This is an optimization exercise on Yosys and OpenROAD, whose aim is a short achievable clock period and few clock cycles, not a production implementation. RTL that was checked went through simulation tests only; none was proved equivalent to the original. Function not checked in runs 4 to 6: the RTL went through the layout flow alone. In every run shown here, the design's own scripts or RTL, not TritonCTS, make the clock network. The flow treats the clock pin as an ideal source. Dropping or thinning the clock tree relies on that and would not hold on a real chip. No activity file was given, so power comes from the tool's default toggle rates.

===== design/flow/flow/run.sh =====
#!/bin/bash
# The standard ORFS layout (standard.sh), with four changes:
# - repair_timing is asked to leave SETUP_SLACK_MARGIN ns of setup slack
#   beyond the clock period, so that gates on the critical paths are sized and
#   buffered for speed;
# - it may swap a cell for one of another footprint (MATCH_CELL_FOOTPRINT=0),
#   so that slow port buffers can be replaced;
# - synthesis leaves adders to ABC as plain logic (ADDER_MAP_FILE empty),
#   instead of mapping them to the library's full- and half-adder cells,
#   whose carry chains ABC cannot restructure; registers are unchanged;
# - the clock tree is a balanced two-level tree built by flow/mycts.tcl
#   (hooked in with PRE_CTS_TCL) instead of TritonCTS's three-level tree.
# The clock, the SDC, the floorplan, power grid and every other step are
# unchanged. standard.sh's output goes to standard.log; each ORFS step's own
# log is under orfs/logs/.
set -euo pipefail
export SETUP_SLACK_MARGIN="${MARGIN:-12.5}"
export PRE_CTS_TCL="$PWD/flow/cts_hook.tcl"
bash standard.sh MATCH_CELL_FOOTPRINT=0 ADDER_MAP_FILE= finish > standard.log 2>&1

===== design/flow/flow/cts_hook.tcl =====
# Sourced by ORFS's cts.tcl before clock tree synthesis (PRE_CTS_TCL).
# Replaces TritonCTS's three-level H-tree with the two-level tree of
# mycts.tcl, which reaches every flip-flop through two clock buffers and so
# has a shorter clock latency. Everything after CTS in cts.tcl (placement
# legalisation, repair_timing for setup and hold) runs as usual.
source [file join [file dirname [info script]] mycts.tcl]
rename clock_tree_synthesis tritoncts_clock_tree_synthesis
proc clock_tree_synthesis { args } {
  mycts_build 20 4 sky130_fd_sc_hd__clkbuf_16
  set_propagated_clock [all_clocks]
}

===== design/flow/flow/mycts.tcl =====
# Two-level clock tree built in place of TritonCTS's tree. The clock port
# drives 4 root buffers, each root drives the leaf buffers of a quarter of
# the flip-flops, and each leaf buffer drives a compact group of at most
# CTS_LEAF_MAX flip-flops. Every flip-flop is reached through exactly two
# clock buffers, and the groups are balanced in size.

proc mycts_split { pts nparts } {
  # pts: list of {payload x y}; split into nparts groups of near equal size
  # by cutting across the longer side of the bounding box, recursively
  if { $nparts <= 1 } { return [list $pts] }
  set xs {}; set ys {}
  foreach p $pts { lappend xs [lindex $p 1]; lappend ys [lindex $p 2] }
  set xs [lsort -integer $xs]; set ys [lsort -integer $ys]
  set idx [expr { ([lindex $xs end] - [lindex $xs 0]) >= ([lindex $ys end] - [lindex $ys 0]) ? 1 : 2 }]
  set sorted [lsort -integer -index $idx $pts]
  set n1 [expr { $nparts / 2 }]
  set cut [expr { ([llength $sorted] * $n1) / $nparts }]
  return [concat [mycts_split [lrange $sorted 0 [expr { $cut - 1 }]] $n1] \
                 [mycts_split [lrange $sorted $cut end] [expr { $nparts - $n1 }]]]
}

proc mycts_centroid { pts } {
  set sx 0; set sy 0
  foreach p $pts { set sx [expr { $sx + [lindex $p 1] }]; set sy [expr { $sy + [lindex $p 2] }] }
  set n [llength $pts]
  return [list [expr { $sx / $n }] [expr { $sy / $n }]]
}

proc mycts_build { leaf_max nroots bufname } {
  set block [ord::get_db_block]
  set master [[ord::get_db] findMaster $bufname]
  set clk [$block findNet clk]
  set sinks {}
  foreach it [$clk getITerms] {
    set r [$it getBBox]
    lappend sinks [list $it [expr { ([$r xMin] + [$r xMax]) / 2 }] [expr { ([$r yMin] + [$r yMax]) / 2 }]]
  }
  puts "mycts: [llength $sinks] clock sinks"
  set nleaves [expr { ([llength $sinks] + $leaf_max - 1) / $leaf_max }]
  set groups [mycts_split $sinks $nleaves]
  set leaves {}
  set i 0
  foreach g $groups {
    lassign [mycts_centroid $g] cx cy
    set inst [odb::dbInst_create $block $master "clkbuf_leaf_$i"]
    $inst setLocation [expr { $cx - [$master getWidth] / 2 }] [expr { $cy - [$master getHeight] / 2 }]
    $inst setPlacementStatus PLACED
    set net [odb::dbNet_create $block "clknet_leaf_$i"]
    $net setSigType CLOCK
    [$inst findITerm X] connect $net
    foreach p $g {
      set it [lindex $p 0]
      $it disconnect
      $it connect $net
    }
    lappend leaves [list $inst $cx $cy]
    incr i
  }
  puts "mycts: [llength $leaves] leaf buffers"
  set rgroups [mycts_split $leaves $nroots]
  set j 0
  foreach g $rgroups {
    lassign [mycts_centroid $g] cx cy
    set inst [odb::dbInst_create $block $master "clkbuf_root_$j"]
    $inst setLocation [expr { $cx - [$master getWidth] / 2 }] [expr { $cy - [$master getHeight] / 2 }]
    $inst setPlacementStatus PLACED
    set net [odb::dbNet_create $block "clknet_root_$j"]
    $net setSigType CLOCK
    [$inst findITerm X] connect $net
    foreach p $g { [[lindex $p 0] findITerm A] connect $net }
    [$inst findITerm A] connect $clk
    incr j
  }
  puts "mycts: [llength $rgroups] root buffers"
  $clk setSigType CLOCK
}

===== design/flow/standard.sh =====
#!/bin/bash
# synth_recipe.tcl (not shown) runs the flow's synth.tcl, then flattens the netlist and writes it again
# the make line also repeats each setting of config.mk as NAME=value (left out here)
make -C /OpenROAD-flow-scripts/flow DESIGN_CONFIG=/design/flow/config.mk WORK_HOME=/design/flow/orfs CLKGATE_MAP_FILE= SYNTH_SCRIPT=/design/flow/synth_recipe.tcl "${@:-finish}"

===== design/flow/config.mk =====
export PLATFORM = sky130hd
export DESIGN_NAME = arm
export DESIGN_NICKNAME = arm
export VERILOG_FILES = /design/flow/design.v
export SDC_FILE = /design/flow/constraint.sdc
export NUM_CORES = 4
export LEC_CHECK = 0
export ABC_CLOCK_PERIOD_IN_PS = 4000
export CAP_MARGIN = 20
export CORE_MARGIN = 2
export CORE_UTILIZATION = 55
export SLEW_MARGIN = 20

===== design/flow/constraint.sdc =====
create_clock -name core_clock -period 16.0 [get_ports {clk}]
set_input_delay 3.2000 -clock core_clock [delete_from_list [all_inputs] [get_ports {clk}]]
set_output_delay 3.2000 -clock core_clock [all_outputs]
set_load 0.01 [all_outputs]

===== design/flow/design.v =====
module FullAdder (A, B, cin, sum, cout);
	input logic A, B, cin;
	output logic sum, cout;
	assign sum = A ^ B ^ cin;
	assign cout = A&B | cin & (A^B);
endmodule 
module adder #(parameter N = 32) (
	input  logic [N-1:0] a, b,
	input  logic         cin,
	output logic [N-1:0] result,
	output logic         cout0
	);
	localparam int L = 5;  
	logic [N-1:0] p0;
	logic [N-1:0] g [0:L];
	logic [N-1:0] p [0:L];
	assign p0   = a ^ b;
	assign g[0] = (a & b) | {{(N-1){1'b0}}, p0[0] & cin};
	assign p[0] = p0;
	genvar i, k;
	generate
		for (k = 0; k < L; k++) begin : lvl
			for (i = 0; i < N; i++) begin : bit_
				if (i >= (1 << k)) begin : comb
					assign g[k+1][i] = g[k][i] | (p[k][i] & g[k][i - (1 << k)]);
					assign p[k+1][i] = p[k][i] & p[k][i - (1 << k)];
				end else begin : pass
					assign g[k+1][i] = g[k][i];
					assign p[k+1][i] = p[k][i];
				end
			end
		end
	endgenerate
	assign result = p0 ^ {g[L][N-2:0], cin};
	assign cout0  = g[L][N-1];
endmodule
module alu (
	input  logic [31:0] a, b,      
	input  logic        sub,       
	input  logic        do_and,    
	input  logic        do_orr,    
	output logic [31:0] Result,
	output logic [3:0]  ALUFlags,  
	output logic        ZFast      
	);
	logic [31:0] bx, sum, pz;
	logic        cout, zsum, zlog;
	assign bx = b;
	adder #(.N(32)) adding (.a(a), .b(bx), .cin(sub), .result(sum), .cout0(cout));
	assign pz   = (a ^ bx) ^ {(a[30:0] | bx[30:0]), sub};
	assign zsum = ~|pz;
	assign zlog = do_and ? ~|(a & b) : ~|(a | b);
	always_comb begin
		if (do_and)      Result = a & b;
		else if (do_orr) Result = a | b;
		else             Result = sum;
	end
	assign ALUFlags[3] = Result[31];
	assign ZFast       = (do_and | do_orr) ? zlog : zsum;
	assign ALUFlags[2] = ZFast;
	assign ALUFlags[1] = cout;
	assign ALUFlags[0] = ~(a[31] ^ bx[31]) & (a[31] ^ sum[31]);
endmodule
module reg_file (
	input  logic        clk, wr_en,
	input  logic [31:0] write_data,
	input  logic [3:0]  write_addr,
	input  logic [3:0]  read_addr1, read_addr2, read_addr3,
	output logic [31:0] read_data1, read_data2, read_data3
	);
	logic [14:0][31:0] memory;
	genvar i;
	generate
		for (i = 0; i < 15; i++) begin : regs
			always_ff @(posedge clk)
				if (wr_en && write_addr == i) memory[i] <= write_data;
		end
	endgenerate
	assign read_data1 = (wr_en && write_addr == read_addr1) ? write_data : memory[read_addr1];
	assign read_data2 = (wr_en && write_addr == read_addr2) ? write_data : memory[read_addr2];
	assign read_data3 = (wr_en && write_addr == read_addr3) ? write_data : memory[read_addr3];
endmodule
module arm (
    input  logic        clk, rst,
    input  logic [31:0] Instr,
    input  logic [31:0] ReadData,
    output logic [31:0] WriteData,
    output logic [31:0] PC, ALUResult,
    output logic        MemWrite
);
    logic [29:0] PCF;
    logic [3:0]       btb_v;
    logic [3:0][7:0]  btb_tag;    
    logic [3:0][9:0]  btb_tgt;    
    logic [31:0] InstrD;
    logic [29:0] PCD, PCD4, PCD8;     
    logic        validD;
    logic        validE;
    logic [3:0]  CondE;
    logic        RegWriteE, MemtoRegE, SubE, AndE, OrrE;
    logic        FlagNZE, FlagCVE;
    logic [3:0]  WA3E;
    logic [31:0] SrcAE, SrcBE;
    logic        FwdAE;                   
    logic        FwdBE, FwdBpE, FwdBnE;   
    logic [3:0]  FlagsReg;                
    logic [31:0] MemAddrE, WDataE;        
    logic        MemWrE;
    logic [31:0] ResM;
    logic [3:0]  WA3M;
    logic        RegWriteM;
    assign PC        = {PCF, 2'b00};
    assign ALUResult = MemAddrE;
    assign WriteData = WDataE;
    assign MemWrite  = MemWrE;
    logic rstq;
    always_ff @(posedge clk) rstq <= rst;
    function automatic logic cond_pass(input logic [3:0] c, input logic [3:0] f);
        logic n, z, cf, v;
        {n, z, cf, v} = f;
        case (c)
            4'h0: cond_pass = z;
            4'h1: cond_pass = ~z;
            4'h2: cond_pass = cf;
            4'h3: cond_pass = ~cf;
            4'h4: cond_pass = n;
            4'h5: cond_pass = ~n;
            4'h6: cond_pass = v;
            4'h7: cond_pass = ~v;
            4'h8: cond_pass = cf & ~z;
            4'h9: cond_pass = ~cf | z;
            4'hA: cond_pass = ~(n ^ v);
            4'hB: cond_pass = n ^ v;
            4'hC: cond_pass = ~z & ~(n ^ v);
            4'hD: cond_pass = z | (n ^ v);
            4'hE: cond_pass = 1'b1;
            default: cond_pass = 1'b0;
        endcase
    endfunction
    logic [31:0] ALUResultE;
    logic condPassE, doE;
    assign condPassE = cond_pass(CondE, FlagsReg);
    assign doE       = validE & condPassE;
    logic [7:0] opD;
    logic isAddD, isSubD, isAndD, isOrrD, isLdrD, isStrD, isBD, immD;
    logic aluImmD;
    logic [3:0] RA1D, RA2D, RA3D;
    logic [31:0] RD1, RD2, RD3, PC8D, ImmD;
    assign opD    = InstrD[27:20];
    assign immD   = InstrD[25];
    assign isAddD = (opD[7:6] == 2'b00) & (opD[4:1] == 4'b0100);
    assign isSubD = (opD[7:6] == 2'b00) & (opD[4:1] == 4'b0010);
    assign isAndD = (opD[7:1] == 7'b0000000);
    assign isOrrD = (opD[7:1] == 7'b0001100);
    assign isLdrD = (opD == 8'b01011001);
    assign isStrD = (opD == 8'b01011000);
    assign isBD   = (opD[7:4] == 4'b1010);
    assign aluImmD = ((isAddD | isSubD) & immD) | isLdrD | isStrD;
    assign RA1D = InstrD[19:16];
    assign RA2D = InstrD[3:0];      
    assign RA3D = InstrD[15:12];    
    assign ImmD = (isLdrD | isStrD) ? {20'b0, InstrD[11:0]} : {{24{InstrD[7]}}, InstrD[7:0]};
    assign PC8D = {PCD8, 2'b00};
    reg_file u_reg_file (
        .clk       (clk),
        .wr_en     (RegWriteM),
        .write_data(ResM),
        .write_addr(WA3M),
        .read_addr1(RA1D),
        .read_addr2(RA2D),
        .read_addr3(RA3D),
        .read_data1(RD1),
        .read_data2(RD2),
        .read_data3(RD3)
    );
    logic [31:0] RD1D, RD2D, RD3D, OpBD;
    assign RD1D = (RA1D == 4'd15) ? PC8D : RD1;
    assign RD2D = (RA2D == 4'd15) ? PC8D : RD2;
    assign RD3D = (RA3D == 4'd15) ? PC8D : RD3;
    assign OpBD = aluImmD ? ImmD : RD2D;
    logic wrE, fa_e, fb_e, fs_e;
    assign wrE  = doE & RegWriteE;
    assign fa_e = (RA1D != 4'd15) & (RA1D == WA3E) & wrE;
    assign fb_e = (RA2D != 4'd15) & (RA2D == WA3E) & wrE;
    assign fs_e = (RA3D != 4'd15) & (RA3D == WA3E) & wrE;
    logic [31:0] AddrD, WDataD;
    logic        condOKD, MemWrD;
    assign AddrD   = RD1D + {20'b0, InstrD[11:0]};
    assign WDataD  = fs_e ? (MemtoRegE ? ReadData : ALUResultE) : RD3D;
    assign condOKD = cond_pass(InstrD[31:28], FlagsReg);
    logic stall, ures, setNZ, setCV;
    assign setNZ = doE & FlagNZE;
    assign setCV = doE & FlagCVE;
    assign stall = validD & (((isLdrD | isStrD) & fa_e) |
                             (isStrD & (InstrD[31:28] != 4'hE) & (setNZ | setCV)));
    logic [29:0] TargetD, PC4D, PCPlus1F, PCPlus2F, PCHoldF;
    logic [3:0]  condD;
    logic needN, needC, needV, ZFastE, ZD;
    logic neT, neN, btb_hit;
    logic taken0, taken1, misp0, misp1, mispD, takenD;
    logic [29:0] next0, next1;
    logic [1:0]  fidx;
    assign condD = InstrD[31:28];
    always_comb begin
        needN = 1'b0; needC = 1'b0; needV = 1'b0;
        case (condD)
            4'h2, 4'h3, 4'h8, 4'h9: needC = 1'b1;
            4'h4, 4'h5:             needN = 1'b1;
            4'h6, 4'h7:             needV = 1'b1;
            4'hA, 4'hB, 4'hC, 4'hD: begin needN = 1'b1; needV = 1'b1; end
            default: ;
        endcase
    end
    assign ures   = validD & isBD & ((needN & setNZ) | ((needC | needV) & setCV));
    logic [29:0] OffD, csS, csC, zt;
    assign OffD    = {{6{InstrD[23]}}, InstrD[23:0]};
    assign TargetD = PCD8 + OffD;
    assign PC4D    = PCD4;
    assign csS = PCD8 ^ OffD ^ ~PCF;
    assign csC = {(PCD8[28:0] & OffD[28:0]) | (PCD8[28:0] & ~PCF[28:0]) | (OffD[28:0] & ~PCF[28:0]), 1'b0};
    assign zt  = (csS ^ csC) ^ {(csS[28:0] | csC[28:0]), 1'b1};
    assign neT = |zt;
    assign neN = (PC4D != PCF);
    assign taken0 = isBD & cond_pass(condD, {FlagsReg[3], 1'b0, FlagsReg[1:0]});
    assign taken1 = isBD & cond_pass(condD, {FlagsReg[3], 1'b1, FlagsReg[1:0]});
    assign misp0  = validD & ~ures & (taken0 ? neT : neN);
    assign misp1  = validD & ~ures & (taken1 ? neT : neN);
    logic        UresE, neTE, neNE, mispE;
    logic [29:0] TargetE, PC4E, corrE;
    assign mispE = validE & UresE & (condPassE ? neTE : neNE);
    assign corrE = condPassE ? TargetE : PC4E;
    assign fidx     = PCF[1:0];
    assign btb_hit  = btb_v[fidx] & (btb_tag[fidx] == PCF[9:2]);
    assign PCPlus1F = PCF + 30'd1;
    assign PCPlus2F = PCF + 30'd2;
    always_comb begin
        if (stall)        PCHoldF = PCF;
        else if (btb_hit) PCHoldF = {PCF[29:10], btb_tgt[fidx]};
        else              PCHoldF = PCPlus1F;
    end
    assign next0 = mispE ? corrE : misp0 ? (taken0 ? TargetD : PC4D) : PCHoldF;
    assign next1 = mispE ? corrE : misp1 ? (taken1 ? TargetD : PC4D) : PCHoldF;
    assign ZD     = setNZ ? ZFastE : FlagsReg[2];
    assign mispD  = ZD ? misp1 : misp0;
    assign takenD = ZD ? taken1 : taken0;
    always_ff @(posedge clk) begin
        if (rstq) PCF <= {29'b0, ~rst};
        else      PCF <= ZD ? next1 : next0;
    end
    logic       upd, upd_v;
    logic [9:0] upd_pc, upd_tgt;
    always_ff @(posedge clk) begin
        if (rstq) upd <= 1'b0;
        else     upd <= mispD & ~mispE;
        upd_v   <= takenD;
        upd_pc  <= PCD[9:0];
        upd_tgt <= TargetD[9:0];
    end
    always_ff @(posedge clk) begin
        if (rstq) btb_v <= '0;
        else if (upd) begin
            btb_v[upd_pc[1:0]]   <= upd_v;
            btb_tag[upd_pc[1:0]] <= upd_pc[9:2];
            btb_tgt[upd_pc[1:0]] <= upd_tgt;
        end
    end
    logic [31:0] A, B;
    logic [3:0]  ALUFlags;
    assign A      = FwdAE ? ResM : SrcAE;
    assign B      = ({32{FwdBpE}} & ResM) | ({32{FwdBnE}} & ~ResM) |
                    ({32{~FwdBE}} & SrcBE);
    alu u_alu (
        .a       (A),
        .b       (B),
        .sub     (SubE),
        .do_and  (AndE),
        .do_orr  (OrrE),
        .Result  (ALUResultE),
        .ALUFlags(ALUFlags),
        .ZFast   (ZFastE)
    );
    always_ff @(posedge clk) begin
        if (!stall) begin
            InstrD <= Instr;
            PCD    <= PCF;
            PCD4   <= PCPlus1F;
            PCD8   <= PCPlus2F;
        end
        if (rstq)         validD <= ~rst;
        else if (mispE)   validD <= 1'b0;
        else if (!stall)  validD <= ~mispD;
    end
    always_ff @(posedge clk) begin
        if (rstq) validE <= 1'b0;
        else     validE <= validD & ~stall & ~mispE;
        UresE     <= ures;
        neTE      <= neT;
        neNE      <= neN;
        TargetE   <= TargetD;
        PC4E      <= PC4D;
        CondE     <= InstrD[31:28];
        RegWriteE <= isAddD | isSubD | isAndD | isOrrD | isLdrD;
        MemtoRegE <= isLdrD;
        SubE      <= isSubD;
        AndE      <= isAndD;
        OrrE      <= isOrrD;
        FlagNZE   <= InstrD[20] & (isAddD | isSubD | isAndD | isOrrD);
        FlagCVE   <= InstrD[20] & (isAddD | isSubD);
        WA3E      <= InstrD[15:12];
        SrcAE     <= RD1D;
        SrcBE     <= isSubD ? ~OpBD : OpBD;
        FwdAE     <= fa_e;
        FwdBE     <= fb_e & ~aluImmD;
        FwdBpE    <= fb_e & ~aluImmD & ~isSubD;
        FwdBnE    <= fb_e & ~aluImmD & isSubD;
        MemAddrE  <= AddrD;
        WDataE    <= WDataD;
        if (rstq) MemWrE <= 1'b0;
        else      MemWrE <= validD & isStrD & condOKD & ~stall & ~mispE;
    end
    always_ff @(posedge clk) begin
        if (rstq) FlagsReg <= '0;
        else begin
            if (doE & FlagNZE) FlagsReg[3:2] <= ALUFlags[3:2];
            if (doE & FlagCVE) FlagsReg[1:0] <= ALUFlags[1:0];
        end
    end
    always_ff @(posedge clk) begin
        if (rstq) RegWriteM <= 1'b0;
        else      RegWriteM <= wrE;
        ResM <= MemtoRegE ? ReadData : ALUResultE;
        WA3M <= WA3E;
    end
endmodule

==> results of run 1 <==
## cell type report
class,count,area share
diodes,1,0.00003726
plain buffers,52,0.01937
inverters,76,0.004545
multi-input cells,3244,0.4663
flip-flops and latches,957,0.3882
well taps,1357,0.02528
repair buffers,611,0.09625
## per-stage QoR
stage                     total power, mW    util  hold WS (ps)  cell area, um2
after floorplan                     4.051       -         323.3           56280
after global placement              4.639  0.5867         323.6           58840
after detailed placement            4.643  0.5867         326.9           58840
after CTS                           6.248  0.6486         343.9           65040
after global routing                6.610  0.6697         349.8           67170
final                               6.431  0.6697         344.4           67170
## per-layer routing
metal / global-route usage / wire length [um] / up-vias
li1: - / - / 18300
met1: 0.5277 / 78480 / 22030
met2: 0.6229 / 95300 / 2934
met3: 0.07277 / 23110 / 662
met4: 0.2276 / 16540 / 0
met5: 0 / 0 / -
## state kept, by name (all words and copies together), names as in the netlist, 9 cells and up
| register | cells |
|---|---|
| InstrD | 32 |
| TargetE | 21 |
| SrcAE | 32 |
| PCD8 | 30 |
| u_reg_file.memory | 480 |
| PCD | 9 |
| PCD4 | 30 |
| upd_pc | 10 |
| SrcBE | 32 |
| PCF | 30 |
| MemAddrE | 32 |
| btb_tag | 32 |
| WDataE | 32 |
| PC4E | 30 |
| btb_tgt | 40 |
| upd_tgt | 9 |
| ResM | 32 |
## worst register-to-register path, delay by kind of cell (launching register included)
kind / cells / cell delay, ps
compound gates: 5 / 1260
buf+inv: 4 / 790
simple gates: 3 / 990
mux: 2 / 590
flops: 1 / 400
## cells in the mapped netlist, types with 18 or more instances
library cell  count  share of area
buf_1            47         0.0032
and3_1           29         0.0033
nor4_1           28         0.0031
inv_1            73         0.0049
clkbuf_1        224          0.015
a31oi_1          27         0.0030
and2_1           26         0.0029
nor2_1          236          0.016
nor2b_1          51         0.0057
o21ai_0         267          0.024
or2_2            25         0.0028
nand2b_1         58         0.0065
buf_4            19         0.0026
o211ai_1         32         0.0043
xor2_1           90          0.014
mux4_2          386           0.16
nor3_1           52         0.0047
nand2_1         400          0.027
xnor2_1         278          0.044
nand4_1          39         0.0044
o221ai_1         22         0.0035
maj3_1           49         0.0088
o21ai_1          20         0.0018
nand3_1          77         0.0069
o21a_1           18         0.0024
mux2i_1         300          0.054
o22ai_1          41         0.0046
mux2_2          121          0.024
o31ai_1          26         0.0035
edfxtp_1        654           0.35
buf_2            51         0.0046
a211oi_1         57         0.0077
or3_1            22         0.0025
a21oi_1         187          0.017
a21o_1           33         0.0044
dfxtp_1         303           0.11
## kinds of logic after synthesis
group / Yosys count / share of synthesized area
compound gates: 895 / 0.1032
other cells: 1 / 0.00006734
flops: 957 / 0.4616
mux: 812 / 0.2356
buf+inv: 437 / 0.03465
xor+xnor: 378 / 0.06161
fa+ha+maj: 49 / 0.008807
simple gates: 1102 / 0.09446
## path summary, 6_finish.rpt
| path | to | from | cells after the start |
|---|---|---|---|
| setup / recovery | PC[2] | PCF[0] | 2 |
| hold reg to reg | upd_pc[5] | PCD[5] | 0 |
| hold / removal | upd_pc[5] | PCD[5] | 0 |
| setup reg to reg | PCF[15] | FwdAE | 14 |
## cell usage in the layout, fill, tap and decap left out, types with 81 or more instances in the layout
cell,count
dfxtp_4,81
mux2_2,104
xnor2_1,246
mux4_2,386
dfxtp_1,170
a21oi_1,155
buf_6,152
edfxtp_1,654
mux2i_1,266
nor2_1,205
buf_4,313
o21ai_0,213
nand2_1,363
## power breakdown
| group | total [mW] | switching, mW | internal [mW] |
|---|---|---|---|
| logic | 1.81 | 0.996 | 0.811 |
| registers | 3.25 | 0.321 | 2.93 |
| clock network | 1.37 | 0.794 | 0.577 |
## what timing repair did
action / 4_1_cts / 5_1_grt
setup buffers: 229 / 97
pin swaps: 121 / 126
resized for setup: 1021 / 250
endpoints found under the setup margin: 408 / 232
gates cloned: 29 / 7
==> impl_metrics.yaml, run 1 <==
run_status:
  status: "finished clean"
worst_setup_path:
  worstPathMaxFanout: 2
  worstPathArrival_ps: 1050
  reg2reg_slack_ps: 11850
  cp_data_required_time_ps: 12800
  max_stage_delay_ps: 360
  crit_path_start_kind: "flop"
  path_delay_family: "flip-flops"
  path_class: "flop to primary output"
  worst-path-buf-inv: 2
  cp_slowest_cell: "dfxtp_4"
  cp-end-kind: "primary output"
  path_cells: "buf_12 > buf_6"
timing:
  finalHoldViolations: 0
  slew_headroom: 0.2639
  setup_viol: 0
  min_period_over_period: 0.2653
  fin_ws_ps: 11750
  fmax_ghz: 0.2356
  finalMaxSlewViolations: 0
  finalClockSkew_ps: 35.61
  period_needed_ps: 4245
  tns_ps: 0
  worstMarginPinSlew_ps: 1102
  rsz0062_at_grt: "yes"
grt:
  grt_usage: 0.3989
  first_global_vias: 41390
  grt_max_degree: 133
  grt_overflow: 0
  grt_pass1_wl_um: 297700
  antenna_found_initial: 2
die:
  initial_core_util: 0.5553
  rows: 116
  num_io_pins: 163
  die_area_um2: 103800
  dieWidth_um: 322.2
  core_area_um2: 100300
  die_h_um: 322.2
placed_design:
  dp_hpwl_um: 131600
  gp_congestion: 1.005
  preCtsSetupSlack_ps: 10440
  io_buffer_count: 160
  dp.cells: 5883
clock_network:
  path_clk_slew_ps: 80
  clkLatencyLatePin_ps: 480
  cts_hold_buffers: 0
detailed_routing:
  vias: 43920
  routed_via_density: 6.974
  first_pass_iters: 7
  drc_errors: 0
  dr.first_iter.drc_count: 5844
  post_drt_wl_per_cell_um: 33.89
  totalWireLength_um: 213400
  drtAntennaViolNets: 0
power_and_ir_drop:
  p_leak_nw: 23.82
  p_per_area_nw_per_um2: 95.75
  peakVddDrop_uv: 112.9
logic_synthesis:
  synth-seq-area-share: 0.4616
  ys_types: 106
  ys_warn_count: 6
  async_flop_share: 0
  syn_area_um2: 55690
  avgSynthCellArea_um2: 12.03
  synthCells: 4631
  ys_dominant_reg_cell: "edfxtp_1"
  synth-edff-count: 654
  ys_ff_latch: 957
job:
  cap_violations: 0
layout:
  nFillCells: 7421
  layout-drive-gt1-share: 0.3530
  syn_to_final_growth_pct: 20.62
  multi_input_area_um2: 31320
  finalNonFillerCells: 6298
  register_area_um2: 26070
  nets: 5008
hold_path:
  hp-class: "flop to flop"
Testbench counts, summed over its fixed seeds: cycles 32,721.
==> inputs of run 2 (changes only) <==
--- a/design/flow/config.mk
+++ b/design/flow/config.mk
@@ -10,3 +10,3 @@
 export CORE_MARGIN = 2
-export CORE_UTILIZATION = 55
+export CORE_UTILIZATION = 40
 export SLEW_MARGIN = 20
==> impl_metrics.yaml, run 2 <==
timing:
  holdWs_ps: 345.0
  tns_ps: 0
  finalMaxSlewViolations: 0
  slew_headroom: 0.1948
  worstMarginPinSlew_ps: 1195
  finalClockSkew_ps: 45.05
  fmax_ghz: 0.2365
  rsz0062_at_grt: "yes"
  finalHoldViolations: 0
  period_needed_ps: 4228
  setup_viol: 0
  min_period_over_period: 0.2642
logic_synthesis:
  yosysTopAreaCell: "edfxtp_1"
  synth-seq-area-share: 0.4616
  ys_warn_count: 6
  yosysTopAreaCellShare: 0.3527
  ys_ff_latch: 957
  synth_most_common_cell: "edfxtp_1"
  async_flop_share: 0
  ys_dominant_reg_cell: "edfxtp_1"
  synthTopCellsByCount: "edfxtp_1 (654), nand2_1 (400), mux4_2 (386)"
  avgSynthCellArea_um2: 12.03
  syn_area_um2: 55690
  synthCells: 4631
  ys_top_cells_by_area: "edfxtp_1 (35%), mux4_2 (16%), dfxtp_1 (11%), mux2i_1 (5.4%), xnor2_1 (4.4%)"
  synth-edff-count: 654
  ys_types: 106
layout:
  largest_register_ffs: 480
  final_common_cell: "edfxtp_1"
  syn_to_final_growth_pct: 22.76
  finalNonFillerCells: 6761
  top_register: "u_reg_file.memory"
  nets: 5033
  final_cell_mix: "edfxtp_1 (654), mux4_2 (386), nand2_1 (344), buf_4 (293), mux2i_1 (265)"
  final_util: 0.4960
  layout-drive-gt1-share: 0.3573
  fin_area_um2: 68360
die:
  die_h_um: 377.1
  core_area_um2: 137800
  num_io_pins: 163
  die_area_um2: 142200
  dieWidth_um: 377.1
  rows: 136
  initial_core_util: 0.4040
hold_path:
  hold_depth: 0
  hp-class: "flop to flop"
worst_setup_path:
  cp_data_required_time_ps: 12800
  crit_path_start_kind: "flop"
  r2r_cells: 14
  worstPathMaxFanout: 2
  cp-end-kind: "primary output"
  worstPathArrival_ps: 1030
  path_class: "flop to primary output"
detailed_routing:
  drtAntennaViolNets: 0
  first_pass_iters: 6
  vias: 44450
  routed_via_density: 6.575
  totalWireLength_um: 221100
  post_drt_wl_per_cell_um: 32.71
  drc_errors: 0
  dr.first_iter.drc_count: 5762
placed_design:
  place_area_um2: 59410
  gp_congestion: 0.9394
  dp.cells: 6324
  io_buffer_count: 160
  dp_hpwl_um: 133200
grt:
  grt_usage: 0.2960
  grt_overflow: 0
  antenna_found_initial: 14
  grt_max_degree: 73
  first_global_vias: 41630
  grt_pass1_wl_um: 305900
clock_network:
  clkLatencyLatePin_ps: 480
  path_clk_slew_ps: 80
  cts_hold_buffers: 0
run_status:
  status: "finished clean"
power_and_ir_drop:
  p_per_area_nw_per_um2: 94.90
  peakVddDrop_uv: 109.5
  p_leak_nw: 24.09
job:
  cap_violations: 0
-- run 2: timing repair --
action,4_1_cts,5_1_grt
setup buffers,204,124
pin swaps,145,141
gates cloned,43,12
setup endpoints to repair,430,233
resized for setup,1070,269
-- run 2: path summary, 6_finish.rpt --
path                   start      endpoint  slack, ps
setup / recovery      PCF[1]         PC[3]      11770
hold reg to reg       PCD[3]     upd_pc[3]        350
hold / removal        PCD[3]     upd_pc[3]        350
setup reg to reg  InstrD[17]  MemAddrE[31]      11840
-- run 2: where the power goes --
part	switching, mW	total [mW]	internal, mW
logic	1.08	1.92	0.843
registers	0.271	3.20	2.93
clock network	0.790	1.37	0.578
-- run 2: cell families (layout without fill, tap and decap cells) --
logic type	Yosys count	in the layout	share of synthesized area
mux	812	814	0.2356
other cells	1	4	0.00006734
simple gates	1102	1110	0.09446
xor+xnor	378	378	0.06161
compound gates	895	895	0.1032
flops	957	957	0.4616
fa+ha+maj	49	49	0.008807
buf+inv	437	760	0.03465
-- run 2: critical path, stage by stage (launching register included) --
cell and delay, ps:
dfxtp_4 360, buf_12 120, buf_6 110
-- run 2: stage by stage --
| step | power (mW) | setup slack [ps] |
|---|---|---|
| after global routing | 6.663 | 11720 |
| after detailed placement | 4.675 | 9548 |
| after CTS | 6.298 | 11740 |
| final | 6.488 | 11770 |
| after floorplan | 4.051 | 12180 |
| after global placement | 4.666 | 9621 |
-- run 2: per-layer routing --
layer,routed length [um],part of all wire,global-route usage
met3,24980,0.11,0.05165
met5,71,0.00032,0
met1,82300,0.37,0.3957
met4,14350,0.065,0.1449
met2,99440,0.45,0.4657
-- run 2: area by class of cell --
| class | instances | area, um2 |
|---|---|---|
| inverter | 76 | 306.5 |
| sequential | 957 | 26030 |
| antenna | 2 | 5.005 |
| fill | 11950 | 69470 |
| buffer | 52 | 1301 |
| timing repair buffer | 632 | 7024 |
| multi-input combinational | 3248 | 31460 |
| tap | 1794 | 2245 |
==> inputs of run 3 (changes only) <==
--- a/design/flow/flow/run.sh
+++ b/design/flow/flow/run.sh
@@ -16,3 +16,3 @@
 set -euo pipefail
-export SETUP_SLACK_MARGIN="${MARGIN:-12.5}"
+export SETUP_SLACK_MARGIN="${MARGIN:-11.9}"
 export PRE_CTS_TCL="$PWD/flow/cts_hook.tcl"
==> impl_metrics.yaml, run 3 <==
run_status:
  status: "finished clean"
layout:
  top_register: "u_reg_file.memory"
  nets: 4793
  layout-drive-gt1-share: 0.2652
  final_util: 0.4585
  final_cell_mix: "edfxtp_1 (654), nand2_1 (393), mux4_2 (386), mux2i_1 (280), xnor2_1 (268)"
  final_common_cell: "edfxtp_1"
  largest_register_ffs: 480
  syn_to_final_growth_pct: 13.49
  nFillCells: 12390
  n_antenna_cell: 0
timing:
  slew_headroom: 0.2757
  min_period_over_period: 0.2661
  setup_viol: 0
  worstMarginPinSlew_ps: 1086
  finalClockSkew_ps: 43.00
  tns_ps: 0
  finalMaxSlewViolations: 0
  period_needed_ps: 4258
  finalHoldViolations: 0
  fmax_ghz: 0.2349
  rsz0062_at_grt: "yes"
job:
  cap_violations: 0
logic_synthesis:
  synth_most_common_cell: "edfxtp_1"
  ys_ff_latch: 957
  ys_dominant_reg_cell: "edfxtp_1"
  synth-edff-count: 654
  synthTopCellsByCount: "edfxtp_1 (654), nand2_1 (400), mux4_2 (386)"
  yosysTopAreaCell: "edfxtp_1"
  yosysTopAreaCellShare: 0.3527
  ys_warn_count: 6
  ys_types: 106
  synth-seq-area-share: 0.4616
  syn_area_um2: 55690
  async_flop_share: 0
  synthCells: 4631
  ys_top_cells_by_area: "edfxtp_1 (35%), mux4_2 (16%), dfxtp_1 (11%), mux2i_1 (5.4%), xnor2_1 (4.4%)"
  avgSynthCellArea_um2: 12.03
detailed_routing:
  dr_wl_met2_um: 93070
  drtAntennaViolNets: 0
  post_drt_wl_per_cell_um: 30.96
  route.met3.wl_um: 19200
  routed_via_density: 6.440
  top_layer: "met5"
  drc_errors: 0
  first_pass_iters: 5
  totalWireLength_um: 201800
  vias: 41990
  wl_met1_um: 78450
  dr.first_iter.drc_count: 5516
grt:
  grt_max_degree: 111
  first_global_vias: 40290
  antenna_found_initial: 7
  grt_overflow: 0
  grt_pass1_wl_um: 287300
  grt_usage: 0.2746
hold_path:
  hp-class: "flop to flop"
worst_setup_path:
  path_class: "flop to primary output"
  max_stage_delay_ps: 360
  worstPathMaxFanout: 2
  path_cells: "buf_12 > buf_6"
  path_delay_family: "flip-flops"
  worstPathArrival_ps: 1060
  cp-end-kind: "primary output"
  cp_slowest_cell: "dfxtp_4"
  cp_data_required_time_ps: 12800
  crit_path_start_kind: "flop"
  worst-path-buf-inv: 2
placed_design:
  gp_congestion: 0.9699
  io_buffer_count: 160
  dp_hpwl_um: 126600
die:
  core_area_um2: 137800
  die_area_um2: 142200
  initial_core_util: 0.4040
  dieWidth_um: 377.1
  num_io_pins: 163
  die_h_um: 377.1
  rows: 136
power_and_ir_drop:
  peakVddDrop_uv: 87.25
  p_leak_nw: 21.60
  p_per_area_nw_per_um2: 96.85
clock_network:
  path_clk_slew_ps: 80
  clkLatencyLatePin_ps: 480
## run 3: cell counts after synthesis
Identical to the previous run, type by type.
## run 3: cell families after synthesis
kind of cell / synth area share
AOI/OAI and AO/OA: 0.1032
xor gates and xnor gates: 0.06161
adders and majority gates: 0.008807
buffers and inverters: 0.03465
DFF: 0.4616
muxes: 0.2356
other: 0.00006734
and+or+nand+nor: 0.09446
## run 3: worst reg2reg max path: stages, from the launching register on
cell	delay [ps]
edfxtp_1	470
clkbuf_16	240
buf_16	180
nand2b_1	140
mux4_2	490
mux2i_1	150
mux2i_1	130
nor3b_2	230
maj3_2	280
nand4_1	190
a311oi_4	420
o21ai_4	90
buf_12	160
or4_4	490
nor4_4	170
xor2_1	170
## run 3: layout make-up
type / instances / area (um2) / area share
timing repair buffer: 397 / 4080 / 0.06456
buffer: 52 / 1301 / 0.02059
tap: 1794 / 2245 / 0.03552
sequential: 957 / 26010 / 0.4115
inverter: 76 / 286.5 / 0.004534
multi-input combinational: 3243 / 29280 / 0.4633
## run 3: report_power, final
| part | total [mW] | leakage (nW) | switching, mW | internal (mW) |
|---|---|---|---|---|
| logic | 1.51 | 12.3 | 0.855 | 0.654 |
| clock network | 1.37 | 0.641 | 0.792 | 0.577 |
| registers | 3.24 | 8.70 | 0.310 | 2.93 |
## run 3: through the flow
stage               cells  hold WS, ps  worst slack, ps  total power, mW  area (um2)
floorplan            4632        323.3            12010            4.025       55710
global placement     6319        323.7            10640            4.596       58850
detailed placement   6319        326.9            10530            4.603       58850
CTS                  6479        347.0            11730            6.050       62150
global route         6519        356.1            11730            6.328       63200
finish               6519        345.8            11740            6.121       63200
## run 3: what timing repair did
item | 4_1_cts | 5_1_grt
pin swaps | 28 | 22
hold buffers | 0 | 0
setup buffers | 88 | 39
cloned | 20 | 1
setup endpoints to repair | 289 | 231
gates resized for setup | 704 | 165
## run 3: final timing paths
kind,startpoint,end,slack [ps],cells past startpoint
max,PCF[26],PC[28],11740,2
min,PCD[6],upd_pc[6],350,0
max reg2reg,InstrD[17],MemAddrE[31],11900,15
min reg2reg,PCD[6],upd_pc[6],350,0
## run 3: layer usage
metal	vias up	global-route usage
met5	-	0
met4	4	0.1211
met3	470	0.04321
met2	2370	0.4434
met1	21290	0.3655
li1	17850	-
==> inputs of run 4 (changes only) <==
--- a/design/flow/design.v
+++ b/design/flow/design.v
@@ -94,2 +94,3 @@
     logic [3:0][9:0]  btb_tgt;    
+    logic [3:0][3:0]  btb_cond;   
     logic [31:0] InstrD;
@@ -233,2 +234,13 @@
     assign btb_hit  = btb_v[fidx] & (btb_tag[fidx] == PCF[9:2]);
+    logic        zeValid, ZeD, btbTaken;
+    logic [31:0] ZeB;
+    assign ZeB     = isSubD ? ~ImmD : ImmD;
+    assign zeValid = validD & (isAddD | isSubD) & InstrD[20] & immD &
+                     (InstrD[31:28] == 4'hE) & ~fa_e;
+    assign ZeD     = ~|((RD1D ^ ZeB) ^ {(RD1D[30:0] | ZeB[30:0]), isSubD});
+    always_comb begin
+        btbTaken = btb_hit;
+        if (zeValid && btb_cond[fidx] == 4'h0 && !ZeD) btbTaken = 1'b0;
+        if (zeValid && btb_cond[fidx] == 4'h1 &&  ZeD) btbTaken = 1'b0;
+    end
     assign PCPlus1F = PCF + 30'd1;
@@ -237,3 +249,3 @@
         if (stall)        PCHoldF = PCF;
-        else if (btb_hit) PCHoldF = {PCF[29:10], btb_tgt[fidx]};
+        else if (btbTaken) PCHoldF = {PCF[29:10], btb_tgt[fidx]};
         else              PCHoldF = PCPlus1F;
@@ -251,2 +263,3 @@
     logic [9:0] upd_pc, upd_tgt;
+    logic [3:0] upd_cond;
     always_ff @(posedge clk) begin
@@ -257,2 +270,3 @@
         upd_tgt <= TargetD[9:0];
+        upd_cond <= InstrD[31:28];
     end
@@ -264,2 +278,3 @@
             btb_tgt[upd_pc[1:0]] <= upd_tgt;
+            btb_cond[upd_pc[1:0]] <= upd_cond;
         end
--- a/design/flow/flow/run.sh
+++ b/design/flow/flow/run.sh
@@ -16,3 +16,3 @@
 set -euo pipefail
-export SETUP_SLACK_MARGIN="${MARGIN:-11.9}"
+export SETUP_SLACK_MARGIN="${MARGIN:-12.5}"
 export PRE_CTS_TCL="$PWD/flow/cts_hook.tcl"
==> impl_metrics.yaml, run 4 <==
die:
  dieWidth_um: 383.5
  die_h_um: 383.5
  rows: 139
  num_io_pins: 163
  core_area_um2: 143300
  die_area_um2: 147100
  initial_core_util: 0.4020
layout:
  syn_to_final_growth_pct: 24.98
  layout-drive-gt1-share: 0.3669
  final_cell_mix: "edfxtp_1 (670), nand2_1 (435), buf_4 (384), mux4_2 (349), mux2i_1 (283)"
  nFillCells: 12350
  final_common_cell: "edfxtp_1"
  multi_input_area_um2: 33070
  register_area_um2: 26510
  largest_register_ffs: 480
  top_register: "u_reg_file.memory"
  nets: 5402
  final_util: 0.5025
placed_design:
  dp_hpwl_um: 140900
  io_buffer_count: 160
  preCtsSetupSlack_ps: 8981
  gp_congestion: 0.9511
power_and_ir_drop:
  switching_share: 0.3349
  pwr-share-seq: 0.479
  peakVddDrop_uv: 83.46
  p_per_area_nw_per_um2: 92.87
  clkPwrFrac: 0.209
  p_leak_nw: 25.90
  power.internal_mw: 4.448
  switching_power_mw: 2.240
  comb_power_share: 0.312
worst_setup_path:
  crit_path_start_kind: "flop"
  cp_data_required_time_ps: 16360
  r2r_end: "PCF[7]"
  worstPathMaxFanout: 7
  reg2reg_from: "InstrD[16]"
  reg2reg_slack_ps: 10970
  worstPathArrival_ps: 5390
  r2r_cells: 19
  path_class: "flop to flop"
  cp-end-kind: "flop"
detailed_routing:
  drtAntennaViolNets: 0
  first_pass_iters: 7
  drc_errors: 0
  routed_via_density: 6.551
  post_drt_wl_per_cell_um: 32.59
  dr.first_iter.drc_count: 6461
  vias: 47450
  totalWireLength_um: 236100
timing:
  rsz0062_at_grt: "yes"
  finalClockSkew_ps: 41.26
  min_period_over_period: 0.3144
  holdWs_ps: 347.2
  fmax_ghz: 0.1988
  finalHoldViolations: 0
  finalMaxSlewViolations: 0
  period_needed_ps: 5031
  tns_ps: 0
  setup_viol: 0
  worstMarginPinSlew_ps: 1171
  slew_headroom: 0.2109
  fin_ws_ps: 10970
run_status:
  status: "finished clean"
hold_path:
  hold_start: "PCD[7]"
  whs_endpoint: "upd_pc[7]"
  hold_depth: 0
  hp-class: "flop to flop"
grt:
  grt_pass1_wl_um: 329800
  grt_max_degree: 65
  grt_overflow: 0
  grt_usage: 0.3072
  antenna_found_initial: 12
  first_global_vias: 45130
logic_synthesis:
  syn_area_um2: 57620
  ys_types: 119
  ys_top_cells_by_area: "edfxtp_1 (35%), mux4_2 (14%), dfxtp_1 (11%), mux2i_1 (5.5%), xnor2_1 (3.8%)"
  synth-edff-count: 670
  async_flop_share: 0
  synth_most_common_cell: "edfxtp_1"
  ys_ff_latch: 973
  yosysTopAreaCellShare: 0.3492
  synthCells: 4924
  synth-seq-area-share: 0.4545
  synthTopCellsByCount: "edfxtp_1 (670), nand2_1 (479), mux4_2 (347)"
  ys_warn_count: 6
  ys_dominant_reg_cell: "edfxtp_1"
  yosysTopAreaCell: "edfxtp_1"
  avgSynthCellArea_um2: 11.70
job:
  cap_violations: 0
clock_network:
  clkLatencyLatePin_ps: 490
  path_clk_slew_ps: 100
  cts_hold_buffers: 0
## run 4: cell types whose count changed after synthesis, moves of 13 or more
| cell | previous run | this run |
|---|---|---|
| mux4_2 | 386 | 347 |
| xor2_1 | 90 | 77 |
| edfxtp_1 | 654 | 670 |
| a31oi_1 | 27 | 40 |
| a221oi_1 | 8 | 40 |
| nand2_1 | 400 | 479 |
| clkbuf_1 | 224 | 246 |
| nor2_1 | 236 | 256 |
| a22o_1 | 2 | 19 |
| maj3_1 | 49 | 33 |
| mux2i_1 | 300 | 316 |
| xnor2_1 | 278 | 251 |
| inv_1 | 73 | 108 |
## run 4: cells by family after synthesis
family / after synthesis / synth area share
buffers and inverters: 509 / 0.04154
multiplexers: 802 / 0.2195
AND/OR/NAND/NOR: 1269 / 0.1061
XOR/XNOR: 340 / 0.05449
flip-flops: 973 / 0.4545
other: 1 / 0.00006509
adder cells (fa/ha/maj): 33 / 0.005733
AO/OA/AOI/OAI: 997 / 0.1181
## run 4: metal layers
| metal | GRT usage | part of all wire | vias up |
|---|---|---|---|
| met5 | 0 | 0.00036 | - |
| met4 | 0.1590 | 0.069 | 10 |
| met3 | 0.08358 | 0.13 | 717 |
| met2 | 0.4618 | 0.43 | 3341 |
| met1 | 0.4062 | 0.37 | 23740 |
| li1 | - | - | 19640 |
## run 4: final cells by class
class | count | share of cell area
multi-input cells | 3446 | 0.4593
flip-flops and latches | 973 | 0.3682
repair buffers | 747 | 0.1143
well taps | 1903 | 0.03307
plain buffers | 53 | 0.01842
inverters | 115 | 0.006516
diodes | 7 | 0.0002433
## run 4: repair_timing
item                                    4_1_cts  5_1_grt
cloned                                       43        5
hold endpoints to repair                      0        0
setup buffers                               334       95
resized for setup                          1167      250
endpoints found under the setup margin      412      238
pin swaps                                   174      154
## run 4: worst max-delay path, cell delays in order, from the launching register on
cell       delay (ps)
edfxtp_1          440
buf_6             160
buf_6             120
buf_8             140
xnor2_4           170
and3_4            290
buf_4             160
a21oi_4           390
a21oi_4           120
nor2_2            250
a41oi_4           170
a221o_1           290
or4_4             540
a211o_4           390
or3_4             440
buf_6             140
clkbuf_16         160
mux2i_1           150
a2111oi_4         270
nor2_1             90
## run 4: power by group through the flow
stage / clock network [mW] / logic (mW) / registers (mW)
after global placement: 0 / 1.45 / 3.30
after detailed placement: 0 / 1.46 / 3.30
after CTS: 1.40 / 1.90 / 3.19
after floorplan: 0 / 0.979 / 3.16
after global routing: 1.49 / 2.16 / 3.22
final: 1.40 / 2.08 / 3.21
## run 4: worst max path at each step
stage / from / endpoint / slack (ps) / cells after the start
2_1_floorplan: InstrD[16] / PCF[26] / 11830 / 21
3_3_place_gp: InstrD[16] / PCF[26] / 9010 / 17
3_5_place_dp: InstrD[16] / PCF[26] / 8980 / 17
4_1_cts: InstrD[17] / PCF[26] / 11160 / 18
5_1_grt: InstrD[16] / PCF[6] / 10940 / 19
6_report: InstrD[16] / PCF[7] / 10970 / 19
## run 4: stage by stage
step	cells	instance area [um2]	total power, mW
finish	7244	72010	6.688
global route	7240	72000	6.864
CTS	7136	69970	6.495
detailed placement	6706	61480	4.760
global placement	6706	61470	4.746
floorplan	4925	58480	4.139
==> inputs of run 5 (changes only) <==
--- a/design/flow/design.v
+++ b/design/flow/design.v
@@ -176,2 +176,10 @@
     );
+    logic [15:0] IsOne;
+    logic        ResMIsOne, wr_lo;
+    assign ResMIsOne = (ResM == 32'd1);
+    assign wr_lo     = RegWriteM & (WA3M != 4'd15);
+    always_ff @(posedge clk)
+        for (int k = 0; k < 15; k++)
+            if (RegWriteM && WA3M == k) IsOne[k] <= ResMIsOne;
+    assign IsOne[15] = 1'b0;
     logic [31:0] RD1D, RD2D, RD3D, OpBD;
@@ -235,7 +243,6 @@
     logic        zeValid, ZeD, btbTaken;
-    logic [31:0] ZeB;
-    assign ZeB     = isSubD ? ~ImmD : ImmD;
-    assign zeValid = validD & (isAddD | isSubD) & InstrD[20] & immD &
-                     (InstrD[31:28] == 4'hE) & ~fa_e;
-    assign ZeD     = ~|((RD1D ^ ZeB) ^ {(RD1D[30:0] | ZeB[30:0]), isSubD});
+    assign zeValid = validD & InstrD[20] & immD & (InstrD[31:28] == 4'hE) &
+                     ((isSubD & (InstrD[7:0] == 8'h01)) | (isAddD & (InstrD[7:0] == 8'hFF))) &
+                     (RA1D != 4'd15) & ~fa_e;
+    assign ZeD     = (wr_lo & (WA3M == RA1D)) ? ResMIsOne : IsOne[RA1D[3:0]];
     always_comb begin
==> impl_metrics.yaml, run 5 <==
layout:
  layout-drive-gt1-share: 0.3686
  final_cell_mix: "edfxtp_1 (685), mux4_2 (389), nand2_1 (382), buf_4 (339), xnor2_1 (250)"
  syn_to_final_growth_pct: 23.41
  top_register: "u_reg_file.memory"
  final_common_cell: "edfxtp_1"
  nets: 5057
  nFillCells: 11980
  largest_register_ffs: 480
logic_synthesis:
  synthTopCellsByCount: "edfxtp_1 (685), nand2_1 (425), mux4_2 (385)"
  ys_dominant_reg_cell: "edfxtp_1"
  ys_types: 111
  async_flop_share: 0
  avgSynthCellArea_um2: 12.18
  ys_top_cells_by_area: "edfxtp_1 (37%), mux4_2 (15%), dfxtp_1 (11%), mux2i_1 (4.7%), xnor2_1 (4.4%)"
  synth-seq-area-share: 0.4742
  yosysTopAreaCellShare: 0.3662
  yosysTopAreaCell: "edfxtp_1"
  synthCells: 4611
  syn_area_um2: 56170
  synth-edff-count: 685
  ys_ff_latch: 988
  ys_warn_count: 7
  synth_most_common_cell: "edfxtp_1"
worst_setup_path:
  cp-end-kind: "flop"
  worstPathMaxFanout: 12
  worst_path_most_repeated_cell: "buf_4"
  cp_data_required_time_ps: 16330
  path_cells: "buf_4 > buf_4 > buf_12 > buf_4 > mux4_2 > nor2_1 > a211oi_1 > o21ai_0 > a31oi_2 > o2111ai_2 > a211oi_4 > o21ai_4 > nor3_4 > buf_6 > and3_4 > nand3_2 > xnor2_2"
  reg2reg_slack_ps: 11640
  path_class: "flop to flop"
  crit_path_start_kind: "flop"
  r2r_cells: 17
  max_stage_delay_ps: 490
  r2r_end: "MemAddrE[27]"
  reg2reg_from: "InstrD[16]"
  worstPathArrival_ps: 4690
  cp_slowest_cell: "a31oi_2"
placed_design:
  gp_congestion: 0.9662
  io_buffer_count: 160
  dp_hpwl_um: 135700
detailed_routing:
  drtAntennaViolNets: 0
  routed_via_density: 6.431
  first_pass_iters: 6
  post_drt_wl_per_cell_um: 32.44
  vias: 44180
  totalWireLength_um: 222800
  drc_errors: 0
  dr.first_iter.drc_count: 6376
power_and_ir_drop:
  peakVddDrop_uv: 82.95
  p_leak_nw: 24.25
  p_per_area_nw_per_um2: 95.35
timing:
  rsz0062_at_grt: "yes"
  setup_viol: 0
  finalClockSkew_ps: 54.45
  fmax_ghz: 0.2295
  holdWs_ps: 342.0
  worstMarginPinSlew_ps: 1141
  min_period_over_period: 0.2724
  period_needed_ps: 4358
  finalHoldViolations: 0
  finalMaxSlewViolations: 0
  tns_ps: 0
  slew_headroom: 0.2322
die:
  num_io_pins: 163
  dieWidth_um: 378.7
  die_h_um: 378.7
  die_area_um2: 143400
  core_area_um2: 139400
  initial_core_util: 0.4031
  rows: 137
hold_path:
  hp-class: "flop to flop"
  hold_start: "PCD[8]"
  hold_depth: 0
  whs_endpoint: "upd_pc[8]"
grt:
  grt_max_degree: 66
  antenna_found_initial: 13
  first_global_vias: 41700
  grt_pass1_wl_um: 310300
  grt_usage: 0.3000
  grt_overflow: 0
job:
  cap_violations: 0
run_status:
  status: "finished clean"
clock_network:
  cts_hold_buffers: 0
  path_clk_slew_ps: 90
  clkLatencyLatePin_ps: 490
## run 5: cell count changes after synthesis, moves of 22 or more
cell / before / now
mux4_2: 347 / 385
inv_1: 108 / 80
o221ai_1: 33 / 11
clkbuf_1: 246 / 223
nor2_1: 256 / 278
nor2b_1: 62 / 30
maj3_1: 33 / 57
xnor2_1: 251 / 284
mux2i_1: 316 / 263
nand2_1: 479 / 425
## run 5: worst max-delay path by stage
| stage | start | to | slack [ps] |
|---|---|---|---|
| after floorplan | Instr[30] | needV | 12170 |
| after global placement | FwdBE | PCF[14] | 10300 |
| after detailed placement | FwdAE | PCF[14] | 10360 |
| after CTS | PCF[0] | PC[2] | 11730 |
| after global routing | InstrD[16] | MemAddrE[27] | 11590 |
| final | InstrD[16] | MemAddrE[27] | 11640 |
## run 5: layer usage
metal / wire, um / part of all wire / vias to the layer above / GRT usage
met3: 27320 / 0.12 / 625 / 0.07612
li1: - / - / 18360 / -
met5: 79 / 0.00035 / - / 0
met1: 84440 / 0.38 / 22220 / 0.4049
met4: 14530 / 0.065 / 12 / 0.1459
met2: 96490 / 0.43 / 2973 / 0.4501
## run 5: cell families (layout without fill, tap and decap cells)
kind of cell    after synthesis  count (layout)  synth area share
simple gates               1134            1140           0.09549
flops                       988             988            0.4742
compound gates              813             813           0.09224
mux                         798             798            0.2353
buf+inv                     442             813           0.03310
xor+xnor                    376             376           0.05901
fa+ha+maj                    59              59           0.01060
other cells                   1               7        0.00006676
## run 5: layout make-up
cell class,count,area [um2],share of cell area
multi-input cells,3188,31030,0.4476
flip-flops and latches,988,27020,0.3897
repair buffers,673,7189,0.1037
well taps,1876,2347,0.03386
plain buffers,54,1351,0.01949
inverters,85,362.8,0.005234
diodes,5,12.51,0.0001805
repair inverters,1,11.26,0.0001624
## run 5: power by group
group          switching [mW]  internal (mW)
clock                   0.814          0.599
combinational            1.06          0.821
sequential              0.296           3.02
total                    2.17           4.44
## run 5: repair_timing
item                                    in CTS  in global routing
gates cloned                                36                  5
buffers inserted                           312                 80
endpoints found under the setup margin     403                242
resized for setup                         1000                234
pin swaps                                  121                102
## run 5: critical path: cells and delay by family, from the launching register on
family / cells / cell delay [ps]
AND/OR/NAND/NOR: 4 / 590
AO/OA/AOI/OAI: 6 / 1920
multiplexers: 1 / 330
XOR/XNOR: 1 / 170
buffers and inverters: 5 / 760
flip-flops: 1 / 460
## run 5: metrics by stage
| step | instance area [um2] | util | std cells | worst slack (ps) | power [mW] |
|---|---|---|---|---|---|
| finish | 69320 | 0.4974 | 6870 | 11640 | 6.610 |
| global route | 69310 | 0.4974 | 6867 | 11590 | 6.795 |
| floorplan | 57210 | - | 4612 | 12170 | 4.141 |
| detailed placement | 60340 | 0.4330 | 6378 | 10360 | 4.754 |
| CTS | 67470 | 0.4841 | 6780 | 11730 | 6.450 |
| global placement | 60320 | 0.4328 | 6377 | 10300 | 4.750 |
==> inputs of run 6 (changes only) <==
--- a/design/flow/flow/run.sh
+++ b/design/flow/flow/run.sh
@@ -16,3 +16,3 @@
 set -euo pipefail
-export SETUP_SLACK_MARGIN="${MARGIN:-12.5}"
+export SETUP_SLACK_MARGIN="${MARGIN:-11.9}"
 export PRE_CTS_TCL="$PWD/flow/cts_hook.tcl"
==> impl_metrics.yaml, run 6 <==
detailed_routing:
  totalWireLength_um: 212700
  vias: 43580
  first_pass_iters: 7
  routed_via_density: 6.404
  post_drt_wl_per_cell_um: 31.25
  drc_errors: 0
  dr.first_iter.drc_count: 5983
  drtAntennaViolNets: 0
worst_setup_path:
  path_class: "flop to primary output"
  cp_data_required_time_ps: 12800
  cp-end-kind: "primary output"
  reg2reg_slack_ps: 11780
  reg2reg_from: "PCF[6]"
  crit_path_start_kind: "flop"
  r2r_cells: 15
  startpoint: "PCF[0]"
  worstPathMaxFanout: 2
  worstPathArrival_ps: 1080
  r2r_end: "PCF[9]"
  endpoint: "PC[2]"
grt:
  grt_usage: 0.2824
  antenna_found_initial: 6
  first_global_vias: 40660
  grt_max_degree: 65
  grt_overflow: 0
  grt_pass1_wl_um: 296000
logic_synthesis:
  ys_top_cells_by_area: "edfxtp_1 (37%), mux4_2 (15%), dfxtp_1 (11%), mux2i_1 (4.7%), xnor2_1 (4.4%)"
  synth-edff-count: 685
  synth_xor_area_frac: 0.05901
  yosysTopAreaCellShare: 0.3662
  async_flop_share: 0
  yosysTopAreaCell: "edfxtp_1"
  synth-seq-area-share: 0.4742
  syn_area_um2: 56170
  synth-adder-area-share: 0.01060
  ys_warn_count: 7
  ys_ff_latch: 988
  synthSimpleGateAreaFrac: 0.09549
  avgSynthCellArea_um2: 12.18
  ys_dominant_reg_cell: "edfxtp_1"
  synthTopCellsByCount: "edfxtp_1 (685), nand2_1 (425), mux4_2 (385)"
  synthMuxAreaShare: 0.2353
  synthCells: 4611
  synth_top_family_by_area: "multiplexers"
  synth_most_common_cell: "edfxtp_1"
  ys_types: 111
  synth_compound_area_frac: 0.09224
timing:
  finalHoldViolations: 0
  tns_ps: 0
  period_needed_ps: 4282
  finalClockSkew_ps: 91.83
  fmax_ghz: 0.2336
  min_period_over_period: 0.2676
  slew_headroom: 0.2842
  worstMarginPinSlew_ps: 1071
  finalMaxSlewViolations: 0
  setup_viol: 0
  rsz0062_at_grt: "yes"
  fin_ws_ps: 11720
placed_design:
  dp_hpwl_um: 132000
  place_area_um2: 59640
  io_buffer_count: 160
  gp_congestion: 0.9586
  preCtsSetupSlack_ps: 10010
job:
  cap_violations: 0
layout:
  nFillCells: 12190
  largest_register_ffs: 480
  final_cell_mix: "edfxtp_1 (685), nand2_1 (410), mux4_2 (389), buf_4 (331), xnor2_1 (250)"
  final_common_cell: "edfxtp_1"
  nets: 4994
  fin_area_um2: 67560
  syn_to_final_growth_pct: 20.28
  top_register: "u_reg_file.memory"
  layout-drive-gt1-share: 0.3333
die:
  dieWidth_um: 378.7
  die_area_um2: 143400
  rows: 137
  num_io_pins: 163
  die_h_um: 378.7
  core_area_um2: 139400
  initial_core_util: 0.4031
hold_path:
  hp-class: "flop to flop"
clock_network:
  clkLatencyLatePin_ps: 530
  path_clk_slew_ps: 90
  cts_hold_buffers: 0
power_and_ir_drop:
  peakVddDrop_uv: 87.27
  p_leak_nw: 23.26
  p_total_mw: 6.469
  p_per_area_nw_per_um2: 95.74
run_status:
  status: "finished clean"
## run 6: cell types whose count changed in the layout (fill, tap and decap cells not counted), sizes merged
cell,delta
or4b,-1
clkdlybuf4s50,+27
inv,+1
clkbuf,-3
nor2,+1
dlymetal6s2s,-26
diode,-3
buf,-61
nand2,-1
## run 6: worst max-delay path, cell delays in order, from the launching register on
cell and delay, ps:
dfxtp_4 370, buf_16 130, buf_6 110
## run 6: power breakdown
part | total, mW | leakage, nW | internal [mW] | switching, mW
Sequential | 3.26 | 8.95 | 3.02 | 0.246
Combinational | 1.78 | 13.6 | 0.767 | 1.01
Clock | 1.43 | 0.665 | 0.598 | 0.828
Total | 6.47 | 23.3 | 4.38 | 2.09
## run 6: final cells by class
class                   count  area, um2  share of cell area
well taps                1876       2347             0.03474
flip-flops and latches    988      26940              0.3988
inverters                  85      359.1            0.005315
plain buffers              54       1351             0.02000
multi-input cells        3187      30220              0.4473
diodes                      2      5.005          0.00007408
repair inverters            2      18.77           0.0002778
repair buffers            610       6317             0.09350
## run 6: layer usage
| metal | track usage | share of wire | vias to the layer above |
|---|---|---|---|
| li1 | - | - | 18230 |
| met1 | 0.3792 | 0.38 | 22170 |
| met2 | 0.4543 | 0.46 | 2666 |
| met3 | 0.05405 | 0.11 | 501 |
| met4 | 0.1049 | 0.049 | 4 |
| met5 | 0 | 0.00010 | - |
## run 6: logic make-up after synthesis
group	count (synthesis)
other	1
muxes	798
xor gates and xnor gates	376
AOI/OAI and AO/OA	813
and+or+nand+nor	1134
adders and majority gates	59
buffers and inverters	442
DFF	988
## run 6: how the worst min path moves through the flow
stage	from	to	slack, ps	cells after the start
2_1_floorplan	PCD[1]	upd_pc[1]	320	0
3_3_place_gp	PCD[3]	upd_pc[3]	320	0
3_5_place_dp	PCD[2]	upd_pc[2]	330	0
4_1_cts	PCD[2]	upd_pc[2]	350	0
5_1_grt	PCD[4]	upd_pc[4]	350	0
6_report	PCD[3]	upd_pc[3]	340	0
## run 6: stage by stage
stage / std cells / utilization / hold slack (ps)
after CTS: 6692 / 0.4659 / 346.7
after floorplan: 4612 / - / 323.3
after detailed placement: 6405 / 0.4280 / 326.9
after global routing: 6803 / 0.4848 / 352.0
after global placement: 6404 / 0.4278 / 324.3
final: 6804 / 0.4848 / 343.9
## run 6: repair_timing
action / in CTS / in global routing
setup endpoints to repair: 370 / 178
buffers inserted: 207 / 99
gates cloned: 26 / 11
pin swaps: 53 / 106
gates resized for setup: 889 / 326

## port drivers added, routing unchanged
The results above use ideal ports. As a check the final layouts listed here were re-extracted and re-timed, cells and wires unchanged.
Step 1, drivers: a clkbuf_16 drives clk and a buf_2 each remaining input, both assumed.
Step 2 moves the port delays by t, midway between the first and last clock arrival at a register: inputs arrive t later, outputs are due t later. That takes back most of the time a late clock gives input paths.
Three values: ideal ports, drivers, drivers and shift; two values: the first two.
run	t (ns)	slack for setup (ns)	worst register clock-pin slew, ns	worst slew at a driven data input, ns
run 1	0.634	11.755 / 11.581 / 11.814	0.12 / 0.12	0.10
run 2	0.621	11.772 / 11.605 / 11.660	0.10 / 0.10	0.08
run 3	0.633	11.742 / 11.571 / 11.375	0.10 / 0.10	0.05
run 4	0.641	10.969 / 10.969 / 10.969	0.11 / 0.11	0.09
run 5	0.628	11.642 / 11.572 / 11.642	0.10 / 0.10	0.13
run 6	0.661	11.718 / 11.543 / 11.343	0.11 / 0.11	0.10
After both steps every run listed still meets setup and hold. For run 6, which loses most, drivers alone change the setup slack by -0.175 ns; drivers and shift together by -0.375 ns.
